This design comes from an exercise in tuning for small area and a short achievable clock period on the open sky130 flow, not from production work. The RTL was checked by simulation tests, not by an equivalence proof against the original design. Power figures rest on the tool's default switching activity, not on a simulated workload.

==> design.v <==
module alu16_reg (
    input             clk,
    input      [15:0] valA,
    input      [15:0] valB,
    input      [ 3:0] aluop,
    input             shift_Dir,
    input             rotator_Dir,
    input             sub,
    output reg [ 3:0] cc,
    output reg [15:0] result
);
    reg [15:0] a_q, b_q;
    reg [ 3:0] op_q;
    reg        sd_q, rd_q, sub_q;
    wire [ 3:0] cc_d;
    wire [15:0] result_d;
    always @(posedge clk) begin
        a_q   <= valA;
        b_q   <= valB;
        op_q  <= aluop;
        sd_q  <= shift_Dir;
        rd_q  <= rotator_Dir;
        sub_q <= sub;
        cc     <= cc_d;
        result <= result_d;
    end
    ALU16 u_alu (a_q, b_q, op_q, sd_q, rd_q, sub_q, cc_d, result_d);
endmodule

module ALU16 (valA, valB, aluop, shift_Dir, rotator_Dir, sub, cc, result);
	input  [15:0] valA;
	input  [15:0] valB;
	input  [ 3:0] aluop;
	input         shift_Dir;
	input         rotator_Dir;
	input         sub;
	output [ 3:0] cc;
	output [15:0] result;
	wire op_add = (aluop == 4'd0);
	wire op_ar  = (aluop[3:1] == 3'd0);           
	wire op_lsh = (aluop == 4'd2) | (aluop == 4'd4);
	wire op_ash = (aluop == 4'd3);
	wire op_rot = (aluop == 4'd5) | (aluop == 4'd6);
	wire op_sh  = op_lsh | op_ash | op_rot;
	wire op_mul = (aluop == 4'd7);
	wire op_and = (aluop == 4'd8);
	wire op_or  = (aluop == 4'd9);
	wire op_not = (aluop == 4'd10);
	wire op_xor = (aluop == 4'd11);
	wire        inv = (op_ar & sub) | op_not;
	wire [15:0] sb  = valB ^ {16{inv}};
	wire [15:0] ap  = valA ^ sb;
	wire [15:0] ag  = valA & sb;
	wire [15:0] ad_s;
	wire [16:0] ad_c;
	wire ad_g0 = ag[0] | (ap[0] & (op_ar & sub));
	wire ad_G1 = ag[1] | (ap[1] & ad_g0);
	wire ad_G2 = ag[3] | (ap[3] & ag[2]);
	wire ad_P2 = ap[3] & ap[2];
	wire ad_G3 = ag[5] | (ap[5] & ag[4]);
	wire ad_P3 = ap[5] & ap[4];
	wire ad_G4 = ag[7] | (ap[7] & ag[6]);
	wire ad_P4 = ap[7] & ap[6];
	wire ad_G5 = ag[9] | (ap[9] & ag[8]);
	wire ad_P5 = ap[9] & ap[8];
	wire ad_G6 = ag[11] | (ap[11] & ag[10]);
	wire ad_P6 = ap[11] & ap[10];
	wire ad_G7 = ag[13] | (ap[13] & ag[12]);
	wire ad_P7 = ap[13] & ap[12];
	wire ad_G8 = ag[15] | (ap[15] & ag[14]);
	wire ad_P8 = ap[15] & ap[14];
	wire ad_G9 = ag[2] | (ap[2] & ad_G1);
	wire ad_G10 = ad_G2 | (ad_P2 & ad_G1);
	wire ad_G11 = ag[6] | (ap[6] & ad_G3);
	wire ad_P11 = ap[6] & ad_P3;
	wire ad_G12 = ad_G4 | (ad_P4 & ad_G3);
	wire ad_P12 = ad_P4 & ad_P3;
	wire ad_G13 = ag[10] | (ap[10] & ad_G5);
	wire ad_P13 = ap[10] & ad_P5;
	wire ad_G14 = ad_G6 | (ad_P6 & ad_G5);
	wire ad_P14 = ad_P6 & ad_P5;
	wire ad_G15 = ag[14] | (ap[14] & ad_G7);
	wire ad_P15 = ap[14] & ad_P7;
	wire ad_G16 = ad_G8 | (ad_P8 & ad_G7);
	wire ad_P16 = ad_P8 & ad_P7;
	wire ad_G17 = ag[4] | (ap[4] & ad_G10);
	wire ad_G18 = ad_G3 | (ad_P3 & ad_G10);
	wire ad_G19 = ad_G11 | (ad_P11 & ad_G10);
	wire ad_G20 = ad_G12 | (ad_P12 & ad_G10);
	wire ad_G21 = ag[12] | (ap[12] & ad_G14);
	wire ad_P21 = ap[12] & ad_P14;
	wire ad_G22 = ad_G7 | (ad_P7 & ad_G14);
	wire ad_P22 = ad_P7 & ad_P14;
	wire ad_G23 = ad_G15 | (ad_P15 & ad_G14);
	wire ad_P23 = ad_P15 & ad_P14;
	wire ad_G24 = ad_G16 | (ad_P16 & ad_G14);
	wire ad_P24 = ad_P16 & ad_P14;
	wire ad_G25 = ag[8] | (ap[8] & ad_G20);
	wire ad_G26 = ad_G5 | (ad_P5 & ad_G20);
	wire ad_G27 = ad_G13 | (ad_P13 & ad_G20);
	wire ad_G28 = ad_G14 | (ad_P14 & ad_G20);
	wire ad_G29 = ad_G21 | (ad_P21 & ad_G20);
	wire ad_G30 = ad_G22 | (ad_P22 & ad_G20);
	wire ad_G31 = ad_G23 | (ad_P23 & ad_G20);
	wire ad_G32 = ad_G24 | (ad_P24 & ad_G20);
	assign ad_c[0] = (op_ar & sub);
	assign ad_c[1] = ad_g0;
	assign ad_c[2] = ad_G1;
	assign ad_c[3] = ad_G9;
	assign ad_c[4] = ad_G10;
	assign ad_c[5] = ad_G17;
	assign ad_c[6] = ad_G18;
	assign ad_c[7] = ad_G19;
	assign ad_c[8] = ad_G20;
	assign ad_c[9] = ad_G25;
	assign ad_c[10] = ad_G26;
	assign ad_c[11] = ad_G27;
	assign ad_c[12] = ad_G28;
	assign ad_c[13] = ad_G29;
	assign ad_c[14] = ad_G30;
	assign ad_c[15] = ad_G31;
	assign ad_c[16] = ad_G32;
	assign ad_s = ap ^ ad_c[15:0];
	wire [15:0] sum = ad_s;
	wire        co  = ad_c[16];
	wire        vad = ad_c[16] ^ ad_c[15];
	wire [3:0]  s    = valB[3:0];
	wire        left = op_rot ? rotator_Dir : shift_Dir;
	wire [3:0]  r;
	assign r[0] = s[0];
	assign r[1] = s[1] ^ (~left & s[0]);
	assign r[2] = s[2] ^ (~left & (s[1] | s[0]));
	assign r[3] = s[3] ^ (~left & (s[2] | s[1] | s[0]));
	wire [15:0] r1 = r[0] ? {valA[14:0], valA[15]}  : valA;
	wire [15:0] r2 = r[1] ? {r1[13:0], r1[15:14]}   : r1;
	wire [15:0] r3 = r[2] ? {r2[11:0], r2[15:12]}   : r2;
	wire [15:0] rot = r[3] ? {r3[7:0], r3[15:8]}    : r3;
	wire [15:0] therm;
	genvar k;
	generate for (k = 0; k < 16; k = k + 1) begin : th
		assign therm[k] = (s <= k);
	end endgenerate
	wire [15:0] keep;
	generate for (k = 0; k < 16; k = k + 1) begin : kp
		assign keep[k] = op_rot | (left ? therm[k] : therm[15-k]);
	end endgenerate
	wire        fill = op_ash & ~left & valA[15];
	wire [15:0] shr  = (rot & keep) | ({16{fill}} & ~keep);
	wire        vsh  = ~shift_Dir & (s != 4'd0) & valA[15];
	wire [16:0] ax = {valA[15], valA};
	wire [17:0] yb = {valB[15], valB, 1'b0};
	wire [7:0] one, two, ng;
	genvar j;
	generate for (j = 0; j < 8; j = j + 1) begin : enc
		assign one[j] = yb[2*j+1] ^ yb[2*j];
		assign two[j] = (yb[2*j+2] & ~yb[2*j+1] & ~yb[2*j]) | (~yb[2*j+2] & yb[2*j+1] & yb[2*j]);
		assign ng[j]  = yb[2*j+2];
	end endgenerate
	wire [16:0] pp0;
	assign pp0[0] = (one[0] & ax[0]) ^ ng[0];
	generate for (j = 1; j < 17; j = j + 1) begin : ppg0
		assign pp0[j] = ((one[0] & ax[j]) | (two[0] & ax[j-1])) ^ ng[0];
	end endgenerate
	wire [14:0] pp1;
	assign pp1[0] = (one[1] & ax[0]) ^ ng[1];
	generate for (j = 1; j < 15; j = j + 1) begin : ppg1
		assign pp1[j] = ((one[1] & ax[j]) | (two[1] & ax[j-1])) ^ ng[1];
	end endgenerate
	wire [12:0] pp2;
	assign pp2[0] = (one[2] & ax[0]) ^ ng[2];
	generate for (j = 1; j < 13; j = j + 1) begin : ppg2
		assign pp2[j] = ((one[2] & ax[j]) | (two[2] & ax[j-1])) ^ ng[2];
	end endgenerate
	wire [10:0] pp3;
	assign pp3[0] = (one[3] & ax[0]) ^ ng[3];
	generate for (j = 1; j < 11; j = j + 1) begin : ppg3
		assign pp3[j] = ((one[3] & ax[j]) | (two[3] & ax[j-1])) ^ ng[3];
	end endgenerate
	wire [8:0] pp4;
	assign pp4[0] = (one[4] & ax[0]) ^ ng[4];
	generate for (j = 1; j < 9; j = j + 1) begin : ppg4
		assign pp4[j] = ((one[4] & ax[j]) | (two[4] & ax[j-1])) ^ ng[4];
	end endgenerate
	wire [6:0] pp5;
	assign pp5[0] = (one[5] & ax[0]) ^ ng[5];
	generate for (j = 1; j < 7; j = j + 1) begin : ppg5
		assign pp5[j] = ((one[5] & ax[j]) | (two[5] & ax[j-1])) ^ ng[5];
	end endgenerate
	wire [4:0] pp6;
	assign pp6[0] = (one[6] & ax[0]) ^ ng[6];
	generate for (j = 1; j < 5; j = j + 1) begin : ppg6
		assign pp6[j] = ((one[6] & ax[j]) | (two[6] & ax[j-1])) ^ ng[6];
	end endgenerate
	wire [2:0] pp7;
	assign pp7[0] = (one[7] & ax[0]) ^ ng[7];
	generate for (j = 1; j < 3; j = j + 1) begin : ppg7
		assign pp7[j] = ((one[7] & ax[j]) | (two[7] & ax[j-1])) ^ ng[7];
	end endgenerate
	wire s1, c2;
	assign {c2, s1} = pp0[10] + pp1[8];
	wire s3, c4;
	assign {c4, s3} = pp0[11] + pp1[9];
	wire s5, c6;
	assign {c6, s5} = pp0[12] + pp1[10] + pp2[8];
	wire s7, c8;
	assign {c8, s7} = pp3[6] + pp4[4];
	wire s9, c10;
	assign {c10, s9} = pp0[13] + pp1[11] + pp2[9];
	wire s11, c12;
	assign {c12, s11} = pp3[7] + pp4[5];
	wire s13, c14;
	assign {c14, s13} = pp0[14] + pp1[12] + pp2[10];
	wire s15, c16;
	assign {c16, s15} = pp3[8] + pp4[6] + pp5[4];
	wire s17, c18;
	assign {c18, s17} = pp6[2] + pp7[0];
	wire s19, c20;
	assign {c20, s19} = pp0[15] + pp1[13] + pp2[11];
	wire s21, c22;
	assign {c22, s21} = pp3[9] + pp4[7] + pp5[5];
	wire s23, c24;
	assign {c24, s23} = pp6[3] + pp7[1];
	wire s25, c26;
	assign {c26, s25} = pp0[6] + pp1[4];
	wire s27, c28;
	assign {c28, s27} = pp0[7] + pp1[5];
	wire s29, c30;
	assign {c30, s29} = pp0[8] + pp1[6] + pp2[4];
	wire s31, c32;
	assign {c32, s31} = pp3[2] + pp4[0];
	wire s33, c34;
	assign {c34, s33} = pp0[9] + pp1[7] + pp2[5];
	wire s35, c36;
	assign {c36, s35} = pp3[3] + pp4[1];
	wire s37, c38;
	assign {c38, s37} = s1 + pp2[6] + pp3[4];
	wire s39, c40;
	assign {c40, s39} = pp4[2] + pp5[0] + ng[5];
	wire s41, c42;
	assign {c42, s41} = s3 + pp2[7] + pp3[5];
	wire s43, c44;
	assign {c44, s43} = pp4[3] + pp5[1] + c2;
	wire s45, c46;
	assign {c46, s45} = s5 + s7 + pp5[2];
	wire s47, c48;
	assign {c48, s47} = pp6[0] + ng[6] + c4;
	wire s49, c50;
	assign {c50, s49} = s9 + s11 + pp5[3];
	wire s51, c52;
	assign {c52, s51} = pp6[1] + c6 + c8;
	wire s53, c54;
	assign {c54, s53} = s13 + s15 + s17;
	wire s55, c56;
	assign {c56, s55} = ng[7] + c10 + c12;
	wire s57, c58;
	assign {c58, s57} = s19 + s21 + s23;
	wire s59, c60;
	assign {c60, s59} = c14 + c16 + c18;
	wire s61, c62;
	assign {c62, s61} = pp0[4] + pp1[2];
	wire s63, c64;
	assign {c64, s63} = pp0[5] + pp1[3];
	wire s65, c66;
	assign {c66, s65} = s25 + pp2[2] + pp3[0];
	wire s67, c68;
	assign {c68, s67} = s27 + pp2[3] + pp3[1];
	wire s69, c70;
	assign {c70, s69} = s29 + s31 + ng[4];
	wire s71, c72;
	assign {c72, s71} = s33 + s35 + c30;
	wire s73, c74;
	assign {c74, s73} = s37 + s39 + c34;
	wire s75, c76;
	assign {c76, s75} = s41 + s43 + c38;
	wire s77, c78;
	assign {c78, s77} = s45 + s47 + c42;
	wire s79, c80;
	assign {c80, s79} = s49 + s51 + c46;
	wire s81, c82;
	assign {c82, s81} = s53 + s55 + c50;
	wire s83, c84;
	assign {c84, s83} = s57 + s59 + c54;
	wire s85, c86;
	assign {c86, s85} = pp0[2] + pp1[0];
	wire s87, c88;
	assign {c88, s87} = pp0[3] + pp1[1];
	wire s89, c90;
	assign {c90, s89} = s61 + pp2[0] + ng[2];
	wire s91, c92;
	assign {c92, s91} = s63 + pp2[1] + c62;
	wire s93, c94;
	assign {c94, s93} = s65 + ng[3] + c64;
	wire s95, c96;
	assign {c96, s95} = s67 + c26 + c66;
	wire s97, c98;
	assign {c98, s97} = s69 + c28 + c68;
	wire s99, c100;
	assign {c100, s99} = s71 + c32 + c70;
	wire s101, c102;
	assign {c102, s101} = s73 + c36 + c72;
	wire s103, c104;
	assign {c104, s103} = s75 + c40 + c74;
	wire s105, c106;
	assign {c106, s105} = s77 + c44 + c76;
	wire s107, c108;
	assign {c108, s107} = s79 + c48 + c78;
	wire s109, c110;
	assign {c110, s109} = s81 + c52 + c80;
	wire s111, c112;
	assign {c112, s111} = s83 + c56 + c82;
	wire [15:0] mx = {s111, s109, s107, s105, s103, s101, s99, s97, s95, s93, s91, s89, s87, s85, pp0[1], pp0[0]};
	wire [15:0] my = {c110, c108, c106, c104, c102, c100, c98, c96, c94, c92, c90, c88, c86, ng[1], 1'b0, ng[0]};
	wire [15:0] cp_s;
	wire [16:0] cp_c;
	wire [15:0] cp_p = mx ^ my;
	wire [15:0] cp_g = mx & my;
	wire cp_G1 = cp_g[1] | (cp_p[1] & cp_g[0]);
	wire cp_G2 = cp_g[3] | (cp_p[3] & cp_g[2]);
	wire cp_P2 = cp_p[3] & cp_p[2];
	wire cp_G3 = cp_g[5] | (cp_p[5] & cp_g[4]);
	wire cp_P3 = cp_p[5] & cp_p[4];
	wire cp_G4 = cp_g[7] | (cp_p[7] & cp_g[6]);
	wire cp_P4 = cp_p[7] & cp_p[6];
	wire cp_G5 = cp_g[9] | (cp_p[9] & cp_g[8]);
	wire cp_P5 = cp_p[9] & cp_p[8];
	wire cp_G6 = cp_g[11] | (cp_p[11] & cp_g[10]);
	wire cp_P6 = cp_p[11] & cp_p[10];
	wire cp_G7 = cp_g[13] | (cp_p[13] & cp_g[12]);
	wire cp_P7 = cp_p[13] & cp_p[12];
	wire cp_G8 = cp_g[15] | (cp_p[15] & cp_g[14]);
	wire cp_P8 = cp_p[15] & cp_p[14];
	wire cp_G9 = cp_g[2] | (cp_p[2] & cp_G1);
	wire cp_G10 = cp_G2 | (cp_P2 & cp_G1);
	wire cp_G11 = cp_g[6] | (cp_p[6] & cp_G3);
	wire cp_P11 = cp_p[6] & cp_P3;
	wire cp_G12 = cp_G4 | (cp_P4 & cp_G3);
	wire cp_P12 = cp_P4 & cp_P3;
	wire cp_G13 = cp_g[10] | (cp_p[10] & cp_G5);
	wire cp_P13 = cp_p[10] & cp_P5;
	wire cp_G14 = cp_G6 | (cp_P6 & cp_G5);
	wire cp_P14 = cp_P6 & cp_P5;
	wire cp_G15 = cp_g[14] | (cp_p[14] & cp_G7);
	wire cp_P15 = cp_p[14] & cp_P7;
	wire cp_G16 = cp_G8 | (cp_P8 & cp_G7);
	wire cp_P16 = cp_P8 & cp_P7;
	wire cp_G17 = cp_g[4] | (cp_p[4] & cp_G10);
	wire cp_G18 = cp_G3 | (cp_P3 & cp_G10);
	wire cp_G19 = cp_G11 | (cp_P11 & cp_G10);
	wire cp_G20 = cp_G12 | (cp_P12 & cp_G10);
	wire cp_G21 = cp_g[12] | (cp_p[12] & cp_G14);
	wire cp_P21 = cp_p[12] & cp_P14;
	wire cp_G22 = cp_G7 | (cp_P7 & cp_G14);
	wire cp_P22 = cp_P7 & cp_P14;
	wire cp_G23 = cp_G15 | (cp_P15 & cp_G14);
	wire cp_P23 = cp_P15 & cp_P14;
	wire cp_G24 = cp_G16 | (cp_P16 & cp_G14);
	wire cp_P24 = cp_P16 & cp_P14;
	wire cp_G25 = cp_g[8] | (cp_p[8] & cp_G20);
	wire cp_G26 = cp_G5 | (cp_P5 & cp_G20);
	wire cp_G27 = cp_G13 | (cp_P13 & cp_G20);
	wire cp_G28 = cp_G14 | (cp_P14 & cp_G20);
	wire cp_G29 = cp_G21 | (cp_P21 & cp_G20);
	wire cp_G30 = cp_G22 | (cp_P22 & cp_G20);
	wire cp_G31 = cp_G23 | (cp_P23 & cp_G20);
	wire cp_G32 = cp_G24 | (cp_P24 & cp_G20);
	assign cp_c[0] = 1'b0;
	assign cp_c[1] = cp_g[0];
	assign cp_c[2] = cp_G1;
	assign cp_c[3] = cp_G9;
	assign cp_c[4] = cp_G10;
	assign cp_c[5] = cp_G17;
	assign cp_c[6] = cp_G18;
	assign cp_c[7] = cp_G19;
	assign cp_c[8] = cp_G20;
	assign cp_c[9] = cp_G25;
	assign cp_c[10] = cp_G26;
	assign cp_c[11] = cp_G27;
	assign cp_c[12] = cp_G28;
	assign cp_c[13] = cp_G29;
	assign cp_c[14] = cp_G30;
	assign cp_c[15] = cp_G31;
	assign cp_c[16] = cp_G32;
	assign cp_s = cp_p ^ cp_c[15:0];
	wire p16 = pp0[16] ^ pp1[14] ^ pp2[12] ^ pp3[10] ^ pp4[8] ^ pp5[6] ^ pp6[4] ^ pp7[2] ^ c20 ^ c22 ^ c24 ^ c58 ^ c60 ^ c84 ^ c112 ^ cp_c[16];
	wire [16:0] prod = {p16, cp_s};
	wire [3:0] tt = {op_and | op_or, op_or | op_xor | op_not, op_or | op_xor, op_not};
	wire [15:0] lgo;
	generate for (k = 0; k < 16; k = k + 1) begin : lu
		assign lgo[k] = valA[k] ? (valB[k] ? tt[3] : tt[2]) : (valB[k] ? tt[1] : tt[0]);
	end endgenerate
	wire [15:0] res =
		({16{op_ar}}  & sum) |
		({16{op_sh}}  & shr) |
		({16{op_mul}} & prod[15:0]) |
		lgo;
	assign result = res;
	wire N = res[15];
	wire Z = ~|res;
	wire C = (op_add & co) | (op_mul & prod[16]);
	wire V = (op_add & vad) | (op_lsh & vsh);
	assign cc = {N, Z, C, V};
endmodule
==> flow/run.sh <==
#!/bin/bash
set -euo pipefail
W=$PWD
rm -rf "$W/scripts_amap"
cp -r "$FLOW_HOME/scripts" "$W/scripts_amap"
cp "$W/flow/abc_area.script" "$W/scripts_amap/abc_area.script"
bash "$W/standard.sh" "SCRIPTS_DIR=$W/scripts_amap" synth > "$W/synth.log" 2>&1
bash "$W/standard.sh" "BUFFER_PORTS_ARGS=-buffer_cell sky130_fd_sc_hd__buf_1" finish > "$W/layout.log" 2>&1
==> flow/abc_area.script <==
strash
dch
amap
topo
stime -c
buffer -c
upsize -c
dnsize -c
==> standard.sh <==
#!/bin/bash
# synth_recipe.tcl (not shown) runs the flow's synth.tcl, then flattens the netlist and writes it again
# the make line also repeats each setting of config.mk as NAME=value (left out here)
make -C /OpenROAD-flow-scripts/flow DESIGN_CONFIG=/design/flow/config.mk WORK_HOME=/design/flow/orfs CLKGATE_MAP_FILE= SYNTH_SCRIPT=/design/flow/synth_recipe.tcl "${@:-finish}"
==> config.mk <==
export PLATFORM = sky130hd
export DESIGN_NAME = alu16_reg
export DESIGN_NICKNAME = alu16_reg
export VERILOG_FILES = /design/flow/design.v
export SDC_FILE = /design/flow/constraint.sdc
export NUM_CORES = 4
export LEC_CHECK = 0
export ABC_AREA = 1
export CAP_MARGIN = 20
export CORE_MARGIN = 2
export CORE_UTILIZATION = 65
export CTS_BUF_LIST = sky130_fd_sc_hd__clkbuf_4 sky130_fd_sc_hd__clkbuf_8
export PLACE_DENSITY = 0.75
export SETUP_SLACK_MARGIN = 3
export SLEW_MARGIN = 20
==> constraint.sdc <==
create_clock -name core_clock -period 8.5 [get_ports {clk}]
set_input_delay 1.7000 -clock core_clock [delete_from_list [all_inputs] [get_ports {clk}]]
set_output_delay 1.7000 -clock core_clock [all_outputs]
set_load 0.01 [all_outputs]
==> results of run 1 <==
==> per-stage QoR <==
step | util | std cells | hold slack (ns)
after floorplan | - | 977 | 0.440
after global placement | 0.678 | 1116 | 0.515
after detailed placement | 0.678 | 1116 | 0.500
after CTS | 0.747 | 1160 | 0.516
after global routing | 0.782 | 1177 | 0.523
final | 0.782 | 1177 | 0.518
==> worst register-to-register path, cell delays in order, from the launching register on <==
cell	delay, ns
sky130_fd_sc_hd__dfxtp_4	0.36
sky130_fd_sc_hd__buf_12	0.10
sky130_fd_sc_hd__clkinvlp_4	0.20
sky130_fd_sc_hd__buf_8	0.22
sky130_fd_sc_hd__buf_4	0.15
sky130_fd_sc_hd__nor2_1	0.17
sky130_fd_sc_hd__a21oi_1	0.07
sky130_fd_sc_hd__a22o_1	0.26
sky130_fd_sc_hd__ha_1	0.32
sky130_fd_sc_hd__inv_1	0.08
sky130_fd_sc_hd__o22ai_1	0.27
sky130_fd_sc_hd__nor2_1	0.11
sky130_fd_sc_hd__a21oi_2	0.20
sky130_fd_sc_hd__inv_1	0.07
sky130_fd_sc_hd__ha_1	0.28
sky130_fd_sc_hd__nand2_1	0.05
sky130_fd_sc_hd__o21ai_1	0.22
sky130_fd_sc_hd__and2_1	0.23
sky130_fd_sc_hd__o21a_1	0.20
sky130_fd_sc_hd__nor2_4	0.06
sky130_fd_sc_hd__fa_2	0.35
sky130_fd_sc_hd__xnor2_2	0.17
sky130_fd_sc_hd__a222oi_1	0.56
sky130_fd_sc_hd__o311ai_2	0.27
sky130_fd_sc_hd__nor4_1	0.31
sky130_fd_sc_hd__and4b_1	0.26
==> repair_timing <==
| item | 4_1_cts | 5_1_grt |
|---|---|---|
| cloned | 5 | 1 |
| setup endpoints to repair | 9 | 7 |
| setup buffers | 23 | 16 |
| pin swaps | 14 | 31 |
| resized for setup | 65 | 57 |
==> synth_stat cells (all sizes together) (4+ instances only) <==
cell,instances,area [um2]
a211oi,4,30.0
a21oi,87,439
a221o,7,70.1
a221oi,8,70.1
a222oi,6,60.1
a22o,6,52.6
a22oi,12,90.1
a31oi,7,58.8
and2,9,56.3
buf,16,80.1
clkbuf,54,203
clkinv,4,15.0
dfxtp,58,1160
fa,47,941
ha,48,601
inv,108,405
nand2,43,161
nor2,164,616
nor2b,6,40.0
nor3,24,125
nor4,4,25.0
o21a,5,37.5
o21ai,44,231
o221a,10,113
o221ai,19,166
o22a,19,166
o22ai,122,769
o311ai,7,61.3
o31ai,5,37.5
o32ai,4,50.1
==> cell families after synthesis <==
| logic type | after synthesis | synth area share |
|---|---|---|
| adders and majority gates | 95 | 0.218 |
| and+or+nand+nor | 260 | 0.154 |
| DFF | 58 | 0.164 |
| xor gates and xnor gates | 2 | 0.00247 |
| AOI/OAI and AO/OA | 380 | 0.363 |
| buffers and inverters | 182 | 0.0993 |
==> flip-flops by register name (all words and copies together) (netlist names) <==
signal  count
a_q        16
b_q        16
result     15
cc          4
op_q        4
rd_q        1
sd_q        1
sub_q       1
==> power by group <==
group	internal (mW)	leakage [nW]	total (mW)	switching (mW)
combinational	0.635	2.79	1.59	0.958
clock	0.185	0.120	0.317	0.133
sequential	0.302	0.490	0.330	0.0281
total	1.12	3.40	2.24	1.12
==> layout make-up <==
class,instances,area [um2],share of cell area
inverter,112,478,0.0569
clock buffer,12,159,0.0189
sequential,58,1190,0.141
multi-input combinational,738,5590,0.665
tap,140,175,0.0209
timing repair buffer,111,732,0.0871
timing repair inverter,2,10.0,0.00119
clock inverter,4,73.8,0.00879
==> worst min-delay path by stage <==
stage             to  cells past startpoint  start  slack [ns]
5_1_grt        cc[0]                      1   sd_q        0.52
3_5_place_dp   cc[0]                      1   sd_q        0.50
3_3_place_gp   cc[0]                      1   sd_q        0.51
4_1_cts        cc[0]                      1   sd_q        0.52
2_1_floorplan  cc[0]                      1   sd_q        0.44
6_report       cc[0]                      1   sd_q        0.52
==> routing by layer <==
metal,vias to the layer above,track usage
met1,3826,0.509
li1,3682,-
met2,863,0.730
met3,309,0.184
met4,0,0.372
met5,-,0.0134
==> parameters.txt, run 1 <==
Parameter                              Value

Detailed routing
  Number of routed nets with antenna violations ... 0
  Met3 Routed Length ... 3.96 mm
  Vias per std cell ... approximately 7.4
  Via count of the routed design ... roughly 8700
  Highest metal used ... met4
  First drt pass iteration count ... 10
  WL/cell ... between 20 and 25 um
  Detail Route met2 WL ... between 10 and 15 mm
  # DRC ... 0
  Sum of routed wire length over all layers ... between 20 and 30 mm
  Drt first-iter violations ... a little over 2000
  Wire length the detailed router placed on met1 ... 9.47 mm

Pwr
  PwrDens ... ~270 nW/um2
  Maximum VDD drop ... around 0.35 mV
  Power after layout ... roughly 2.2 mW
  Static Leakage ... between 3 and 4 nW

Flow run
  Max capacitance violation total ... 0

Timing
  Highest clock rate ... between 150 and 200 MHz
  Count of final hold-check violations ... 0
  Worst Max-Slew Pin Slew ... between 1 and 1.5 ns
  Final min period ... 5.59 ns
  Final setup TNS ... 0 ns
  Worst clock skew ... about 0.011 ns
  Max-slew violation count ... 0
  Final clock period utilization by the worst path ... 0.658
  Setup slack of the critical path after layout ... between 2 and 3 ns
  Setup violations, final ... 0
  Setup repair after global routing missed its margin ... true
  Remaining max-slew budget at the tightest pin ... 0.319

Finish
  Highest-count cells in the layout ignoring fill and taps ... sky130_fd_sc_hd__nor2_1, sky130_fd_sc_hd__o22ai_1, sky130_fd_sc_hd__inv_1
  Area added between synthesis and finish ... 18.7%
  Final Net Count ... around 1200
  Cell area after layout ... 8400 um2
  Leading cell type in the layout, fill and taps excluded ... sky130_fd_sc_hd__nor2_1
  Fill count ... 740
  Number of antenna diodes ... 0
  Ratio of cells with drive above 1 in the final layout ... 0.173

Critical path
  Number of cells on the worst reg-to-reg path ... 25
  WP buf/inv ... 6
  Critical path capture point ... cc[2]
  Highest-delay cell along the critical path ... sky130_fd_sc_hd__a222oi_1
  Critical path class ... reg2reg
  Minimum setup slack among reg-to-reg paths ... around 2.9 ns
  Critical Path Stages ... 25
  Worst r2r dst ... cc[2]
  Longest individual stage delay on the worst path ... approximately 0.56 ns
  Top delay family on crit path ... compound AO/OA/AOI/OAI gates
  Required time worst endpoint ... 8.81 ns
  Largest fanout on the critical path ... 8
  Worst R2R Start ... b_q[0]
  Category of the worst setup path capture point ... flip-flop
  Worst setup path startpoint ... b_q[0]
  Type of element launching the critical path ... flip-flop
  Critical Path AT ... just under 6 ns

Logic synthesis
  Synthesized net count ... 1112
  Number of storage elements in the synthesis netlist ... between 50 and 60
  Gate Count Post-Synth ... about 1000
  Synth warnings ... 1
  Most frequently used flop master after synthesis ... sky130_fd_sc_hd__dfxtp_1
  Share of synthesized flip-flops with an asynchronous set or reset ... 0
  Synthesized area divided by synthesized cell count ... between 7 and 8 um2
  Number of enable-type register cells in the synthesized netlist ... 0
  Seq/Total Area, Yosys ... 0.164
  Count of distinct cell types in the synthesized netlist ... 57
  Post-Synthesis Cell Area ... ~7100 um2

Floorplanning
  Initial Utilization ... 0.659
  Area of the core ... 10700 um2
  Die boundary width ... ~110 um
  Die Area ... approximately 12000 um2
  Count of boundary I/O pins ... 60
  Total number of placement rows ... 38
  Die height ... ~110 um

CTS
  Total CTS buffers ... 9
  CTS tree ... built
  CTS clock-pin slew for the worst setup and hold paths ... around 0.080 ns
  Clock tree sinks ... 58
  Post-CTS Hold Fix Bufs ... 0
  Number of H-tree levels ... 3
  Clock buffer depth ... 2
  Worst-skew pair later-pin latency ... between 0.3 and 0.4 ns
  Clock tree root buffer cell ... sky130_fd_sc_hd__clkbuf_8

Global routing
  Largest net degree at the start of global routing ... 37
  Antenna violations before repair ... 0
  Residual overflow from global routing ... 0
  Via count of the first global-routing pass ... between 8000 and 9000
  Global router's overall resource usage ... 0.470
  Global-route wire length before repair ... between 40 and 50 mm

Place
  Routability congestion estimate from global placement ... approximately 1.1
  # port buffers ... 59
  Post-Place Cell Area ... ~7300 um2
  Half-perimeter wire length of the detailed placement result ... around 19 mm
  Setup WS pre-CTS ... 2.03 ns

Status
  Run status ... complete, no violations

Min path
  Min-delay worst type ... reg2reg
==> run 2: changes to the inputs <==
==> flow/abc_area.script (replaced) <==
strash
dch
map -D 3000
topo
stime -c
buffer -c
upsize -c
dnsize -c
--- a/config.mk
+++ b/config.mk
@@ -10,6 +10,5 @@
 export CORE_MARGIN = 2
-export CORE_UTILIZATION = 65
+export CORE_UTILIZATION = 40
 export CTS_BUF_LIST = sky130_fd_sc_hd__clkbuf_4 sky130_fd_sc_hd__clkbuf_8
-export PLACE_DENSITY = 0.75
-export SETUP_SLACK_MARGIN = 3
+export SETUP_SLACK_MARGIN = 2
 export SLEW_MARGIN = 20
==> run 2 against run 1 <==
  * Still clean on timing, DRC and antenna
  * Die area rose by 65%
  * Synthesized cell count rose by 4.8%
  * Critical path depth rose by 1
  * Worst hold slack improved by 0.041 ns
  * First-iteration DRC count fell by 63%
  * Worst setup slack got worse by 0.30 ns
  * Combinational power fell by 7%
  * Non-clock buffer count fell by 39
  * Routed wire length fell by 16%
  * Global-route usage fell by 22 points
  * Largest power group unchanged
==> parameters.txt, run 2 <==
Parameter                              Value

Status
  Run status ... complete, no violations (unchanged)

Detailed routing
  Via count of the routed design ... 7166 (was 8680)
  Vias per std cell ... 5.56 (was 7.37)
  Number of routed nets with antenna violations ... 0 (unchanged)
  First drt pass iteration count ... 5 (was 10)
  Sum of routed wire length over all layers ... 24.0 mm (was 28.6 mm)
  WL/cell ... 18.6 um (was 24.3 um)
  # DRC ... 0 (unchanged)
  Drt first-iter violations ... 750 (was 2016)

Pwr
  Power after layout ... 2.11 mW (was 2.24 mW)
  Portion of total power attributed to the clock network ... 0.139 (was 0.142)
  Static Leakage ... 3.55 nW (was 3.40 nW)
  Total net switching power ... 1.05 mW (was 1.12 mW)
  Pint ... 1.05 mW (was 1.12 mW)
  Maximum VDD drop ... 0.226 mV (was 0.348 mV)
  Sequential cell fraction of total power ... 0.157 (was 0.147)
  Switching portion of total power ... 0.500 (about the same)
  PwrDens ... 266 nW/um2 (was 267 nW/um2)
  Share of total power in combinational logic ... 0.704 (was 0.711)

CTS
  Clock buffer depth ... 2 (unchanged)
  CTS clock-pin slew for the worst setup and hold paths ... 0.07 ns (was 0.08 ns)
  CTS tree ... built (unchanged)
  Clock tree root buffer cell ... sky130_fd_sc_hd__clkbuf_8 (unchanged)
  Clock tree sinks ... 58 (unchanged)
  Total CTS buffers ... 9 (unchanged)
  Worst-skew pair later-pin latency ... 0.37 ns (was 0.38 ns)
  Number of H-tree levels ... 3 (unchanged)
  Post-CTS Hold Fix Bufs ... 0 (unchanged)

Finish
  Largest registers ... a_q (16), b_q (16), result (15) (unchanged)
  Final Net Count ... 1191 (was 1167)
  Leading cell type in the layout, fill and taps excluded ... sky130_fd_sc_hd__inv_1 (was sky130_fd_sc_hd__nor2_1)
  Highest-count cells in the layout ignoring fill and taps ... sky130_fd_sc_hd__inv_1, sky130_fd_sc_hd__nand2_1, sky130_fd_sc_hd__a21oi_1 (was sky130_fd_sc_hd__nor2_1, sky130_fd_sc_hd__o22ai_1, sky130_fd_sc_hd__inv_1)
  Area taken by multi-input logic gates ... 5370 um2 (was 5590 um2)
  Fill count ... 1890 (was 740)
  Ratio of cells with drive above 1 in the final layout ... 0.0500 (was 0.173)
  Number of antenna diodes ... 0 (unchanged)
  Cell Count, Final, Fillers Out ... 1290 (was 1177)
  Footprint of the flip-flops and latches ... 1160 um2 (was 1190 um2)
  Area added between synthesis and finish ... 8.44% (was 18.7%)

Logic synthesis
  Count of distinct cell types in the synthesized netlist ... 47 (was 57)
  Synthesized-area fraction occupied by ao, oa, aoi and oai cells ... 0.251 (was 0.363)
  Share of synthesized flip-flops with an asynchronous set or reset ... 0 (unchanged)
  Post-synthesis adder-cell area fraction ... 0.211 (was 0.218)
  Simple logic cell fraction of the synthesized area ... 0.146 (was 0.154)
  Synthesized area divided by synthesized cell count ... 7.12 um2 (was 7.25 um2)
  Most frequently used cell type in the post-synthesis netlist ... sky130_fd_sc_hd__inv_1 (was sky130_fd_sc_hd__nor2_1)
  Synth Area in XOR/XNOR ... 0.119 (was 0.00247)
  Post-Synthesis Cell Area ... 7290 um2 (was 7080 um2)
  Number of enable-type register cells in the synthesized netlist ... 0 (unchanged)
  Synthesized net count ... 1159 (was 1112)
  Fraction of post-synthesis cell area in the top cell type by area ... 0.159 (was 0.164)
  Cell accounting for the most synthesized area ... sky130_fd_sc_hd__dfxtp_1 (unchanged)
  Gate Count Post-Synth ... 1024 (was 977)
  Portion of netlist area occupied by mux cells ... 0.00823 (was 0)
  Synth warnings ... 1 (unchanged)
  Number of storage elements in the synthesis netlist ... 58 (unchanged)
  Most frequently used flop master after synthesis ... sky130_fd_sc_hd__dfxtp_1 (unchanged)
  Commonest cells post-synth ... sky130_fd_sc_hd__inv_1, sky130_fd_sc_hd__nand2_1, sky130_fd_sc_hd__a21oi_1, sky130_fd_sc_hd__o21ai_0, sky130_fd_sc_hd__xor2_1 (was sky130_fd_sc_hd__nor2_1, sky130_fd_sc_hd__o22ai_1, sky130_fd_sc_hd__inv_1, sky130_fd_sc_hd__a21oi_1, sky130_fd_sc_hd__dfxtp_1)
  Top post-synthesis cells by area ... sky130_fd_sc_hd__dfxtp_1, sky130_fd_sc_hd__fa_1, sky130_fd_sc_hd__xor2_1 (was sky130_fd_sc_hd__dfxtp_1, sky130_fd_sc_hd__fa_1, sky130_fd_sc_hd__o22ai_1)
  Seq/Total Area, Yosys ... 0.159 (was 0.164)
  Largest family of logic cells by synthesized area ... compound AO/OA/AOI/OAI gates (unchanged)

Timing
  Count of final hold-check violations ... 0 (unchanged)
  Final setup TNS ... 0 ns (unchanged)
  Worst clock skew ... 0.0128 ns (was 0.0112 ns)
  Final min period ... 5.90 ns (was 5.59 ns)
  Max-slew violation count ... 0 (unchanged)
  Setup repair after global routing missed its margin ... false (was true)
  Remaining max-slew budget at the tightest pin ... 0.356 (was 0.319)
  Final clock period utilization by the worst path ... 0.694 (was 0.658)
  Worst Max-Slew Pin Slew ... 0.965 ns (was 1.01 ns)
  Highest clock rate ... 170 MHz (was 179 MHz)
  Setup violations, final ... 0 (unchanged)

Global routing
  Antenna violations before repair ... 0 (unchanged)
  Largest net degree at the start of global routing ... 33 (was 37)
  Global router's overall resource usage ... 0.247 (was 0.470)
  Via count of the first global-routing pass ... 6610 (was 8137)
  Global-route wire length before repair ... 37.3 mm (was 41.5 mm)
  Residual overflow from global routing ... 0 (unchanged)

Floorplanning
  Die height ... 139 um (was 108 um)
  Die Area ... 19300 um2 (was 11700 um2)
  Area of the core ... 17900 um2 (was 10700 um2)
  Die boundary width ... 139 um (was 108 um)
  Total number of placement rows ... 49 (was 38)
  Initial Utilization ... 0.407 (was 0.659)
  Count of boundary I/O pins ... 60 (unchanged)

Critical path
  Top delay family on crit path ... simple AND/OR/NAND/NOR gates (was compound AO/OA/AOI/OAI gates)
  Critical path class ... reg2reg (unchanged)
  Critical Path AT ... 6.19 ns (was 5.90 ns)
  WP buf/inv ... 5 (was 6)
  Category of the worst setup path capture point ... flip-flop (unchanged)
  Longest individual stage delay on the worst path ... 0.48 ns (was 0.56 ns)
  Highest-delay cell along the critical path ... sky130_fd_sc_hd__clkinv_1 (was sky130_fd_sc_hd__a222oi_1)
  Largest fanout on the critical path ... 16 (was 8)
  Required time worst endpoint ... 8.80 ns (was 8.81 ns)
  Type of element launching the critical path ... flip-flop (unchanged)

Place
  Half-perimeter wire length of the detailed placement result ... 18.7 mm (was 18.9 mm)
  Instance count after placement with tap cells included ... 1269 (was 1116)
  Routability congestion estimate from global placement ... 0.957 (was 1.10)
  # port buffers ... 59 (unchanged)

Flow run
  Max capacitance violation total ... 0 (unchanged)

Min path
  Min-delay worst type ... reg2reg (unchanged)
==> run 2: cell count changes after synthesis, sizes merged, moves of 10 or more <==
| cell | delta |
|---|---|
| xor2 | +87 |
| o221a | -10 |
| nand3 | +18 |
| o21ai | +56 |
| inv | +29 |
| nor2 | -77 |
| nand2 | +80 |
| clkbuf | -15 |
| nor3 | -13 |
| o221ai | -19 |
| a21oi | +13 |
| o22ai | -57 |
| o22a | -19 |
==> run 2: power groups by stage <==
stage | Clock, mW | Combinational, mW | Sequential (mW)
3_3_place_gp | 0 | 1.47 | 0.337
3_5_place_dp | 0 | 1.48 | 0.338
5_1_grt | 0.315 | 1.72 | 0.336
4_1_cts | 0.303 | 1.49 | 0.332
6_report | 0.292 | 1.48 | 0.332
2_1_floorplan | 0 | 1.11 | 0.336
==> run 2: stage by stage <==
step                      setup WS [ns]  hold WS (ns)   util  instance area, um2
after floorplan                    2.80         0.504      -                7290
after global placement             2.15         0.558  0.427                7640
after detailed placement           2.05         0.533  0.427                7640
after CTS                          2.01         0.554  0.439                7860
after global routing               2.06         0.608  0.442                7910
final                              2.60         0.559  0.442                7910
==> run 2: cells by family after synthesis <==
kind of cell | count (synthesis)
buf+inv | 195
mux | 6
simple gates | 258
fa+ha+maj | 95
xor+xnor | 98
flops | 58
compound gates | 314
==> run 2: repair_timing <==
action,CTS,global route
gates resized for setup,0,5
setup endpoints to repair,0,5
buffers inserted,0,5
==> run 2: path summary, 6_finish.rpt <==
check / to / slack, ns / cells past startpoint / startpoint
hold reg to reg: cc[1] / 0.56 / 1 / op_q[0]
setup / recovery: cc[2] / 2.60 / 26 / op_q[1]
setup reg to reg: cc[2] / 2.60 / 26 / op_q[1]
hold / removal: cc[1] / 0.56 / 1 / op_q[0]
==> run 2: metal layers <==
layer  vias to the layer above  track usage  wire, um
met4                         0       0.0707       496
met3                        33       0.0549      2080
met5                         -            0         0
met2                       314        0.388     10600
li1                       3505            -         -
met1                      3314        0.342     10800
==> run 2: area by class of cell <==
| cell class | count | share of cell area |
|---|---|---|
| multi-input cells | 771 | 0.679 |
| flip-flops and latches | 58 | 0.147 |
| inverters | 144 | 0.0688 |
| repair buffers | 72 | 0.0403 |
| well taps | 229 | 0.0362 |
| clock buffers | 11 | 0.0183 |
| clock inverters | 5 | 0.00981 |
==> run 2: worst reg2reg max path, stage by stage, from the launching register on <==
cell                       delay (ns)
sky130_fd_sc_hd__dfxtp_1         0.37
sky130_fd_sc_hd__inv_1           0.11
sky130_fd_sc_hd__nand2_1         0.41
sky130_fd_sc_hd__clkinv_1        0.48
sky130_fd_sc_hd__nand2_1         0.27
sky130_fd_sc_hd__nand2_2         0.37
sky130_fd_sc_hd__xor2_1          0.32
sky130_fd_sc_hd__fa_1            0.22
sky130_fd_sc_hd__inv_1           0.05
sky130_fd_sc_hd__fa_1            0.40
sky130_fd_sc_hd__a21o_1          0.19
sky130_fd_sc_hd__a21oi_1         0.22
sky130_fd_sc_hd__nor2_1          0.07
sky130_fd_sc_hd__a211oi_1        0.28
sky130_fd_sc_hd__nor2_1          0.09
sky130_fd_sc_hd__o21ai_0         0.16
sky130_fd_sc_hd__inv_1           0.07
sky130_fd_sc_hd__nor2_1          0.38
sky130_fd_sc_hd__o21ai_0         0.21
sky130_fd_sc_hd__inv_1           0.10
sky130_fd_sc_hd__o21ai_0         0.16
sky130_fd_sc_hd__xor2_1          0.19
sky130_fd_sc_hd__a22oi_1         0.19
sky130_fd_sc_hd__nand3_1         0.14
sky130_fd_sc_hd__nor4_1          0.24
sky130_fd_sc_hd__nand2_1         0.07
sky130_fd_sc_hd__nor2_1          0.08
==> run 3: changes to the inputs <==
==> flow/abc_area.script (replaced) <==
strash
dch
amap
topo
stime -c
buffer -c
upsize -c
dnsize -c
==> run 3 against run 2 <==
  * Non-clock buffer count grew 7
  * Critical path type unchanged
  * Global-route usage grew 1.6 points
  * Via count grew 3.8%
  * Flip-flop and latch count is the same
  * Largest power group unchanged
  * Clock-buffer cell count shrank 2
  * Still clean on timing, DRC and antenna
  * Synthesized cell count shrank 4.6%
  * Routed wire length grew 1.5%
  * Fmax shrank 2.6%
==> parameters.txt, run 3 <==
Parameter                              Value

Min path
  Min-delay worst type ... reg2reg (unchanged)

Critical path
  Highest-delay cell along the critical path ... sky130_fd_sc_hd__dfxtp_1 (was sky130_fd_sc_hd__clkinv_1)
  Category of the worst setup path capture point ... flip-flop (unchanged)
  WP buf/inv ... 3 (was 5)
  Cells traversed along the worst timing path ... inv_1 > a31oi_2 > o22ai_1 > nor2_1 > a21oi_1 > ha_1 > inv_1 > fa_1 > inv_1 > fa_1 > ha_1 > a21o_1 > a21oi_1 > nor2_1 > a311oi_2 > nor2_1 > nor2_1 > nor2_1 > nor2_1 > a21oi_1 > a221o_1 > nor4_1 > and4b_1
  Largest fanout on the critical path ... 20 (was 16)
  Longest individual stage delay on the worst path ... 0.71 ns (was 0.48 ns)
  Critical path class ... reg2reg (unchanged)
  Top delay family on crit path ... compound AO/OA/AOI/OAI gates (was simple AND/OR/NAND/NOR gates)
  Required time worst endpoint ... 8.81 ns (was 8.80 ns)
  Critical Path AT ... 6.36 ns (was 6.19 ns)
  Type of element launching the critical path ... flip-flop (unchanged)
  Cell repeated most along the worst path ... sky130_fd_sc_hd__nor2_1

Logic synthesis
  Gate Count Post-Synth ... 977 (was 1024)
  Cell accounting for the most synthesized area ... sky130_fd_sc_hd__dfxtp_1 (unchanged)
  Synthesized net count ... 1112 (was 1159)
  Synth warnings ... 1 (unchanged)
  Top post-synthesis cells by area ... sky130_fd_sc_hd__dfxtp_1, sky130_fd_sc_hd__fa_1, sky130_fd_sc_hd__o22ai_1 (was sky130_fd_sc_hd__dfxtp_1, sky130_fd_sc_hd__fa_1, sky130_fd_sc_hd__xor2_1)
  Synthesized area divided by synthesized cell count ... 7.25 um2 (was 7.12 um2)
  Number of enable-type register cells in the synthesized netlist ... 0 (unchanged)
  Count of distinct cell types in the synthesized netlist ... 57 (was 47)
  Most frequently used flop master after synthesis ... sky130_fd_sc_hd__dfxtp_1 (unchanged)
  Seq/Total Area, Yosys ... 0.164 (was 0.159)
  Commonest cells post-synth ... sky130_fd_sc_hd__nor2_1, sky130_fd_sc_hd__o22ai_1, sky130_fd_sc_hd__inv_1, sky130_fd_sc_hd__a21oi_1, sky130_fd_sc_hd__dfxtp_1 (was sky130_fd_sc_hd__inv_1, sky130_fd_sc_hd__nand2_1, sky130_fd_sc_hd__a21oi_1, sky130_fd_sc_hd__o21ai_0, sky130_fd_sc_hd__xor2_1)
  Number of storage elements in the synthesis netlist ... 58 (unchanged)
  Post-Synthesis Cell Area ... 7080 um2 (was 7290 um2)
  Fraction of post-synthesis cell area in the top cell type by area ... 0.164 (was 0.159)
  Share of synthesized flip-flops with an asynchronous set or reset ... 0 (unchanged)
  Most frequently used cell type in the post-synthesis netlist ... sky130_fd_sc_hd__nor2_1 (was sky130_fd_sc_hd__inv_1)

Floorplanning
  Count of boundary I/O pins ... 60 (unchanged)
  Die Area ... 18800 um2 (was 19300 um2)
  Area of the core ... 17300 um2 (was 17900 um2)
  Initial Utilization ... 0.409 (was 0.407)
  Die boundary width ... 137 um (was 139 um)
  Die height ... 137 um (was 139 um)
  Total number of placement rows ... 48 (was 49)

CTS
  CTS tree ... built (unchanged)
  Worst-skew pair later-pin latency ... 0.39 ns (was 0.37 ns)
  Clock tree sinks ... 58 (unchanged)
  Clock tree root buffer cell ... sky130_fd_sc_hd__clkbuf_8 (unchanged)
  Number of H-tree levels ... 3 (unchanged)
  Post-CTS Hold Fix Bufs ... 0 (unchanged)
  Clock buffer depth ... 2 (unchanged)
  CTS clock-pin slew for the worst setup and hold paths ... 0.08 ns (was 0.07 ns)
  Total CTS buffers ... 9 (unchanged)

Timing
  Count of final hold-check violations ... 0 (unchanged)
  Final clock period utilization by the worst path ... 0.712 (was 0.694)
  Remaining max-slew budget at the tightest pin ... 0.151 (was 0.356)
  Worst clock skew ... 0.0226 ns (was 0.0128 ns)
  Final min period ... 6.05 ns (was 5.90 ns)
  Worst Max-Slew Pin Slew ... 1.26 ns (was 0.965 ns)
  Max-slew violation count ... 0 (unchanged)
  Setup repair after global routing missed its margin ... false (unchanged)
  Final setup TNS ... 0 ns (unchanged)
  Highest clock rate ... 165 MHz (was 170 MHz)
  Setup violations, final ... 0 (unchanged)

Finish
  Highest-count cells in the layout ignoring fill and taps ... sky130_fd_sc_hd__nor2_1, sky130_fd_sc_hd__o22ai_1, sky130_fd_sc_hd__inv_1 (was sky130_fd_sc_hd__inv_1, sky130_fd_sc_hd__nand2_1, sky130_fd_sc_hd__a21oi_1)
  Leading cell type in the layout, fill and taps excluded ... sky130_fd_sc_hd__nor2_1 (was sky130_fd_sc_hd__inv_1)
  Fill count ... 1799 (was 1890)
  Footprint of the flip-flops and latches ... 1160 um2 (about the same)
  Final Net Count ... 1132 (was 1191)
  Number of antenna diodes ... 0 (unchanged)
  Cell area after layout ... 7720 um2 (was 7910 um2)
  Cell Count, Final, Fillers Out ... 1227 (was 1290)
  Largest registers ... a_q (16), b_q (16), result (15) (unchanged)
  Ratio of cells with drive above 1 in the final layout ... 0.0729 (was 0.0500)
  Area added between synthesis and finish ... 9.10% (was 8.44%)
  Area taken by multi-input logic gates ... 5280 um2 (was 5370 um2)

Pwr
  Static Leakage ... 3.13 nW (was 3.55 nW)
  Pint ... 928 uW (was 1.05 mW)
  Maximum VDD drop ... 0.140 mV (was 0.226 mV)
  Portion of total power attributed to the clock network ... 0.152 (was 0.139)
  Share of total power in combinational logic ... 0.674 (was 0.704)
  Total net switching power ... 938 uW (was 1.05 mW)
  Sequential cell fraction of total power ... 0.174 (was 0.157)
  Switching portion of total power ... 0.503 (was 0.500)
  PwrDens ... 242 nW/um2 (was 266 nW/um2)

Place
  Instance count after placement with tap cells included ... 1206 (was 1269)
  # port buffers ... 59 (unchanged)
  Post-Place Cell Area ... 7410 um2 (was 7640 um2)
  Routability congestion estimate from global placement ... 0.954 (was 0.957)
  Half-perimeter wire length of the detailed placement result ... 18.4 mm (was 18.7 mm)

Global routing
  Largest net degree at the start of global routing ... 34 (was 33)
  Residual overflow from global routing ... 0 (unchanged)
  Antenna violations before repair ... 0 (unchanged)
  Global-route wire length before repair ... 37.4 mm (was 37.3 mm)
  Via count of the first global-routing pass ... 6690 (was 6610)
  Global router's overall resource usage ... 0.263 (was 0.247)

Detailed routing
  # DRC ... 0 (unchanged)
  Via count of the routed design ... 7438 (was 7166)
  Drt first-iter violations ... 644 (was 750)
  Number of routed nets with antenna violations ... 0 (unchanged)
  Sum of routed wire length over all layers ... 24.4 mm (was 24.0 mm)
  Vias per std cell ... 6.06 (was 5.56)
  First drt pass iteration count ... 6 (was 5)
  WL/cell ... 19.9 um (was 18.6 um)

Status
  Run status ... complete, no violations (unchanged)

Flow run
  Max capacitance violation total ... 0 (unchanged)
==> run 3: cell count changes after synthesis, moves of 15 or more <==
| cell | change |
|---|---|
| sky130_fd_sc_hd__clkbuf_1 | +15 |
| sky130_fd_sc_hd__inv_1 | -38 |
| sky130_fd_sc_hd__nand2_1 | -79 |
| sky130_fd_sc_hd__nand3_1 | -18 |
| sky130_fd_sc_hd__nor2_1 | +78 |
| sky130_fd_sc_hd__o21ai_0 | -54 |
| sky130_fd_sc_hd__o221ai_1 | +19 |
| sky130_fd_sc_hd__o22a_1 | +19 |
| sky130_fd_sc_hd__o22ai_1 | +56 |
| sky130_fd_sc_hd__xor2_1 | -86 |
==> run 3: final timing paths <==
check / startpoint / to / slack, ns / cells past startpoint
worst max-delay path: b_q[9] / cc[2] / 2.45 / 23
worst min-delay path: sd_q / cc[0] / 0.51 / 1
worst max register to register: b_q[9] / cc[2] / 2.45 / 23
worst min register to register: sd_q / cc[0] / 0.51 / 1
==> run 3: repair_timing <==
action / 4_1_cts / 5_1_grt
setup buffers: 0 / 5
resized for setup: 1 / 15
setup endpoints to repair: 1 / 1
pin swaps: 0 / 1
hold endpoints to repair: 0 / 0
==> run 3: worst register-to-register path: stages (launching register included) <==
cell	delay [ns]
sky130_fd_sc_hd__dfxtp_1	0.71
sky130_fd_sc_hd__inv_1	0.49
sky130_fd_sc_hd__a31oi_2	0.52
sky130_fd_sc_hd__o22ai_1	0.15
sky130_fd_sc_hd__nor2_1	0.12
sky130_fd_sc_hd__a21oi_1	0.05
sky130_fd_sc_hd__ha_1	0.31
sky130_fd_sc_hd__inv_1	0.05
sky130_fd_sc_hd__fa_1	0.47
sky130_fd_sc_hd__inv_1	0.05
sky130_fd_sc_hd__fa_1	0.47
sky130_fd_sc_hd__ha_1	0.35
sky130_fd_sc_hd__a21o_1	0.23
sky130_fd_sc_hd__a21oi_1	0.15
sky130_fd_sc_hd__nor2_1	0.06
sky130_fd_sc_hd__a311oi_2	0.35
sky130_fd_sc_hd__nor2_1	0.10
sky130_fd_sc_hd__nor2_1	0.13
sky130_fd_sc_hd__nor2_1	0.07
sky130_fd_sc_hd__nor2_1	0.13
sky130_fd_sc_hd__a21oi_1	0.10
sky130_fd_sc_hd__a221o_1	0.34
sky130_fd_sc_hd__nor4_1	0.34
sky130_fd_sc_hd__and4b_1	0.24
==> run 3: cell type report <==
cell class / instances / area share
clock inverter: 7 / 0.0100
multi-input combinational: 737 / 0.683
tap: 225 / 0.0364
inverter: 112 / 0.0556
timing repair buffer: 79 / 0.0486
sequential: 58 / 0.150
clock buffer: 9 / 0.0160
==> run 3: kinds of logic after synthesis <==
| group | count (synthesis) | share of synthesized area |
|---|---|---|
| AOI/OAI and AO/OA | 380 | 0.363 |
| and+or+nand+nor | 260 | 0.154 |
| buffers and inverters | 182 | 0.0993 |
| adders and majority gates | 95 | 0.218 |
| DFF | 58 | 0.164 |
| xor gates and xnor gates | 2 | 0.00247 |
==> run 3: power groups by stage <==
stage | Combinational [mW] | Sequential (mW) | Clock, mW
floorplan | 0.898 | 0.332 | 0
global placement | 1.19 | 0.330 | 0
detailed placement | 1.21 | 0.330 | 0
CTS | 1.22 | 0.324 | 0.289
global route | 1.43 | 0.328 | 0.298
finish | 1.26 | 0.325 | 0.283
==> run 3: per-layer routing <==
layer  vias up  wire (um)  global-route usage
met2       364      10800               0.410
met4         0        898               0.109
met3        56       1890              0.0478
met1      3407      10800               0.357
met5         -          0                   0
li1       3611          -                   -
==> run 3: metrics by stage <==
step / hold WS [ns] / setup slack (ns) / total power [mW] / utilization
floorplan: 0.440 / 2.46 / 1.23 / -
global placement: 0.496 / 2.24 / 1.52 / 0.429
detailed placement: 0.492 / 1.98 / 1.54 / 0.429
CTS: 0.512 / 2.02 / 1.83 / 0.441
global route: 0.550 / 2.04 / 2.06 / 0.447
finish: 0.512 / 2.45 / 1.87 / 0.447
==> run 4: changes to the inputs <==
--- a/config.mk
+++ b/config.mk
@@ -12,3 +12,3 @@
 export CTS_BUF_LIST = sky130_fd_sc_hd__clkbuf_4 sky130_fd_sc_hd__clkbuf_8
-export SETUP_SLACK_MARGIN = 2
+export SETUP_SLACK_MARGIN = 1
 export SLEW_MARGIN = 20
==> run 4 against run 3 <==
  * Via count is 1.3% lower
  * Clock-buffer cell count stayed put
  * Worst hold slack better by 0.0010 ns
  * Design area is 1.4% lower
  * Clock skew hardly changed
  * Largest cell class unchanged
==> parameters.txt, run 4 <==
Parameter                              Value

Place
  # port buffers ... 59 (unchanged)
  Post-Place Cell Area ... 7410 um2 (unchanged)
  Routability congestion estimate from global placement ... 0.954 (unchanged)
  Setup WS pre-CTS ... 1.98 ns (unchanged)
  Half-perimeter wire length of the detailed placement result ... 18.4 mm (unchanged)

Critical path
  Worst R2R Start ... b_q[5] (was b_q[9])
  Required time worst endpoint ... 8.81 ns (about the same)
  WP buf/inv ... 2 (was 3)
  Longest individual stage delay on the worst path ... 0.79 ns (was 0.71 ns)
  Largest fanout on the critical path ... 33 (was 20)
  Critical Path AT ... 6.95 ns (was 6.36 ns)
  Minimum setup slack among reg-to-reg paths ... 1.86 ns (was 2.45 ns)
  Top delay family on crit path ... compound AO/OA/AOI/OAI gates (unchanged)
  Type of element launching the critical path ... flip-flop (unchanged)
  Number of cells on the worst reg-to-reg path ... 23 (unchanged)
  Highest-delay cell along the critical path ... sky130_fd_sc_hd__a31oi_1 (was sky130_fd_sc_hd__dfxtp_1)
  Cells traversed along the worst timing path ... inv_2 > nor3_1 > a31oi_1 > o22ai_1 > nor2_1 > a21oi_1 > fa_1 > fa_1 > inv_1 > fa_1 > ha_1 > a21o_1 > a21oi_1 > nor2_1 > a311oi_1 > nor2_1 > nor2_1 > nor2_1 > nor2_1 > a21oi_1 > a221o_1 > nor4_1 > and4b_1 (was inv_1 > a31oi_2 > o22ai_1 > nor2_1 > a21oi_1 > ha_1 > inv_1 > fa_1 > inv_1 > fa_1 > ha_1 > a21o_1 > a21oi_1 > nor2_1 > a311oi_2 > nor2_1 > nor2_1 > nor2_1 > nor2_1 > a21oi_1 > a221o_1 > nor4_1 > and4b_1)
  Category of the worst setup path capture point ... flip-flop (unchanged)
  Cell repeated most along the worst path ... sky130_fd_sc_hd__nor2_1 (unchanged)
  Worst r2r dst ... cc[2] (unchanged)
  Worst setup path startpoint ... b_q[5] (was b_q[9])
  Critical path class ... reg2reg (unchanged)

Min path
  Number of cells traversed by the worst hold path ... 1 (unchanged)
  Hold path start ... sd_q (unchanged)
  Worst min-delay path endpoint ... cc[0] (unchanged)
  Min-delay worst type ... reg2reg (unchanged)

Global routing
  Via count of the first global-routing pass ... 6686 (was 6690)
  Largest net degree at the start of global routing ... 34 (unchanged)
  Antenna violations before repair ... 0 (unchanged)
  Global-route wire length before repair ... 37.4 mm (about the same)
  Global router's overall resource usage ... 0.263 (about the same)
  Residual overflow from global routing ... 0 (unchanged)

Logic synthesis
  Post-synthesis adder-cell area fraction ... 0.218 (unchanged)
  Synth warnings ... 1 (unchanged)
  Synth Area in XOR/XNOR ... 0.00247 (unchanged)
  Largest family of logic cells by synthesized area ... compound AO/OA/AOI/OAI gates (unchanged)
  Most frequently used flop master after synthesis ... sky130_fd_sc_hd__dfxtp_1 (unchanged)
  Cell accounting for the most synthesized area ... sky130_fd_sc_hd__dfxtp_1 (unchanged)
  Commonest cells post-synth ... sky130_fd_sc_hd__nor2_1, sky130_fd_sc_hd__o22ai_1, sky130_fd_sc_hd__inv_1, sky130_fd_sc_hd__a21oi_1, sky130_fd_sc_hd__dfxtp_1 (unchanged)
  Top post-synthesis cells by area ... sky130_fd_sc_hd__dfxtp_1, sky130_fd_sc_hd__fa_1, sky130_fd_sc_hd__o22ai_1 (unchanged)
  Gate Count Post-Synth ... 977 (unchanged)
  Count of distinct cell types in the synthesized netlist ... 57 (unchanged)
  Simple logic cell fraction of the synthesized area ... 0.154 (unchanged)
  Fraction of post-synthesis cell area in the top cell type by area ... 0.164 (unchanged)
  Synthesized-area fraction occupied by ao, oa, aoi and oai cells ... 0.363 (unchanged)
  Synthesized net count ... 1112 (unchanged)
  Number of storage elements in the synthesis netlist ... 58 (unchanged)
  Post-Synthesis Cell Area ... 7080 um2 (unchanged)
  Synthesized area divided by synthesized cell count ... 7.25 um2 (unchanged)
  Seq/Total Area, Yosys ... 0.164 (unchanged)
  Most frequently used cell type in the post-synthesis netlist ... sky130_fd_sc_hd__nor2_1 (unchanged)
  Number of enable-type register cells in the synthesized netlist ... 0 (unchanged)
  Share of synthesized flip-flops with an asynchronous set or reset ... 0 (unchanged)
  Portion of netlist area occupied by mux cells ... 0 (unchanged)

CTS
  Clock tree sinks ... 58 (unchanged)
  Clock tree root buffer cell ... sky130_fd_sc_hd__clkbuf_8 (unchanged)
  Number of H-tree levels ... 3 (unchanged)
  Post-CTS repair timing setup buffer count ... 0 (unchanged)
  Post-CTS Hold Fix Bufs ... 0 (unchanged)
  Total CTS buffers ... 9 (unchanged)
  CTS tree ... built (unchanged)
  Clock buffer depth ... 2 (unchanged)
  Worst-skew pair later-pin latency ... 0.39 ns (about the same)
  Count of cells resized by post-cts repair ... 0 (was 1)
  CTS clock-pin slew for the worst setup and hold paths ... 0.10 ns (was 0.08 ns)

Finish
  Leading cell type in the layout, fill and taps excluded ... sky130_fd_sc_hd__nor2_1 (unchanged)
  Share of the core filled with cells in the final layout ... 0.440 (was 0.447)
  Ratio of cells with drive above 1 in the final layout ... 0.0592 (was 0.0729)
  Highest-count cells in the layout ignoring fill and taps ... sky130_fd_sc_hd__nor2_1, sky130_fd_sc_hd__o22ai_1, sky130_fd_sc_hd__inv_1 (unchanged)
  Final Net Count ... 1127 (was 1132)
  Fill count ... 1799 (unchanged)
  Largest registers ... a_q (16), b_q (16), result (15) (unchanged)
  Cell area after layout ... 7610 um2 (was 7720 um2)
  Area added between synthesis and finish ... 7.55% (was 9.10%)
  Number of antenna diodes ... 0 (unchanged)

Detailed routing
  WL/cell ... 19.8 um (was 19.9 um)
  # DRC ... 0 (unchanged)
  First drt pass iteration count ... 5 (was 6)
  Via count of the routed design ... 7340 (was 7438)
  Number of routed nets with antenna violations ... 0 (unchanged)
  Sum of routed wire length over all layers ... 24.2 mm (was 24.4 mm)
  Vias per std cell ... 6.01 (was 6.06)
  Drt first-iter violations ... 670 (was 644)

Timing
  Final clock period utilization by the worst path ... 0.781 (was 0.712)
  Worst clock skew ... 0.0228 ns (was 0.0226 ns)
  Setup slack of the critical path after layout ... 1.86 ns (was 2.45 ns)
  Highest clock rate ... 151 MHz (was 165 MHz)
  Worst Max-Slew Pin Slew ... 1.16 ns (was 1.26 ns)
  Final setup TNS ... 0 ns (unchanged)
  Count of final hold-check violations ... 0 (unchanged)
  Setup violations, final ... 0 (unchanged)
  Max-slew violation count ... 0 (unchanged)
  Remaining max-slew budget at the tightest pin ... 0.214 (was 0.151)
  Final min period ... 6.64 ns (was 6.05 ns)
  Setup repair after global routing missed its margin ... false (unchanged)

Floorplanning
  Area of the core ... 17300 um2 (unchanged)
  Count of boundary I/O pins ... 60 (unchanged)
  Die Area ... 18800 um2 (unchanged)
  Total number of placement rows ... 48 (unchanged)
  Initial Utilization ... 0.409 (unchanged)
  Die height ... 137 um (unchanged)
  Die boundary width ... 137 um (unchanged)

Pwr
  PwrDens ... 241 nW/um2 (was 242 nW/um2)
  Maximum VDD drop ... 0.134 mV (was 0.140 mV)
  Static Leakage ... 3.10 nW (was 3.13 nW)

Status
  Run status ... complete, no violations (unchanged)

Flow run
  Max capacitance violation total ... 0 (unchanged)
run 4: cell counts after synthesis:
Identical to the previous run, type by type.
run 4: worst max path at each step:
stage,end,slack [ns],cells after the start
after floorplan,cc[2],2.46,28
after global placement,cc[2],2.24,23
after detailed placement,cc[2],1.98,22
after CTS,cc[2],1.95,22
after global routing,cc[2],1.34,23
final,cc[2],1.86,23
run 4: final cells by class:
class	count	area, um2	area share
clock buffer	9	124	0.0163
clock inverter	7	77.6	0.0102
inverter	112	420	0.0552
multi-input combinational	737	5220	0.685
sequential	58	1160	0.153
tap	225	282	0.0370
timing repair buffer	74	334	0.0439
run 4: logic make-up (layout without fill, tap and decap cells):
family          Yosys count  count (layout)
compound gates          380             380
simple gates            260             260
buf+inv                 182             202
fa+ha+maj                95              95
flops                    58              58
xor+xnor                  2               2
run 4: through the flow:
step / power, mW / hold slack, ns / instances
after detailed placement: 1.54 / 0.492 / 1206
after floorplan: 1.23 / 0.440 / 977
final: 1.84 / 0.513 / 1222
after CTS: 1.83 / 0.512 / 1222
after global routing: 2.03 / 0.550 / 1222
after global placement: 1.52 / 0.496 / 1206
run 4: power breakdown:
group | internal (mW) | switching (mW)
Combinational | 0.470 | 0.759
Clock | 0.138 | 0.145
Sequential | 0.302 | 0.0220
run 4: layer usage:
metal | part of all wire | vias to the layer above | GRT usage | wire (um)
met2 | 0.44 | 345 | 0.410 | 10600
li1 | - | 3599 | - | -
met4 | 0.041 | 0 | 0.109 | 996
met5 | 0 | - | 0 | 0
met1 | 0.45 | 3332 | 0.357 | 10800
met3 | 0.077 | 64 | 0.0478 | 1860

==> separate check: timing with driven ports <==
How much do the figures lean on ideal ports? The routed layouts below were timed once more, with nothing changed but the port constraints.
Step 1 sets driving cells, clkbuf_16 on the clock port and buf_2 on the other inputs (assumed; they add their load-dependent delay and slew).
Step 2 also shifts input and output timing later by t, the mid clock arrival at the registers, as if the neighbouring blocks saw the same clock.
Three values: no drivers, after step 1, after step 2; two values: the first two.
run	t (ns)	slack for setup (ns)	hold slack, ns	worst register clock-pin slew, ns
run 1	0.410	2.906 / 2.906 / 2.906	0.518 / 0.518 / 0.518	0.08 / 0.08
run 2	0.406	2.605 / 2.605 / 2.605	0.559 / 0.559 / 0.559	0.07 / 0.07
run 3	0.417	2.450 / 2.450 / 2.450	0.512 / 0.512 / 0.512	0.10 / 0.10
run 4	0.415	1.858 / 1.858 / 1.858	0.513 / 0.513 / 0.513	0.10 / 0.10
After both steps setup and hold are still met in every run listed.
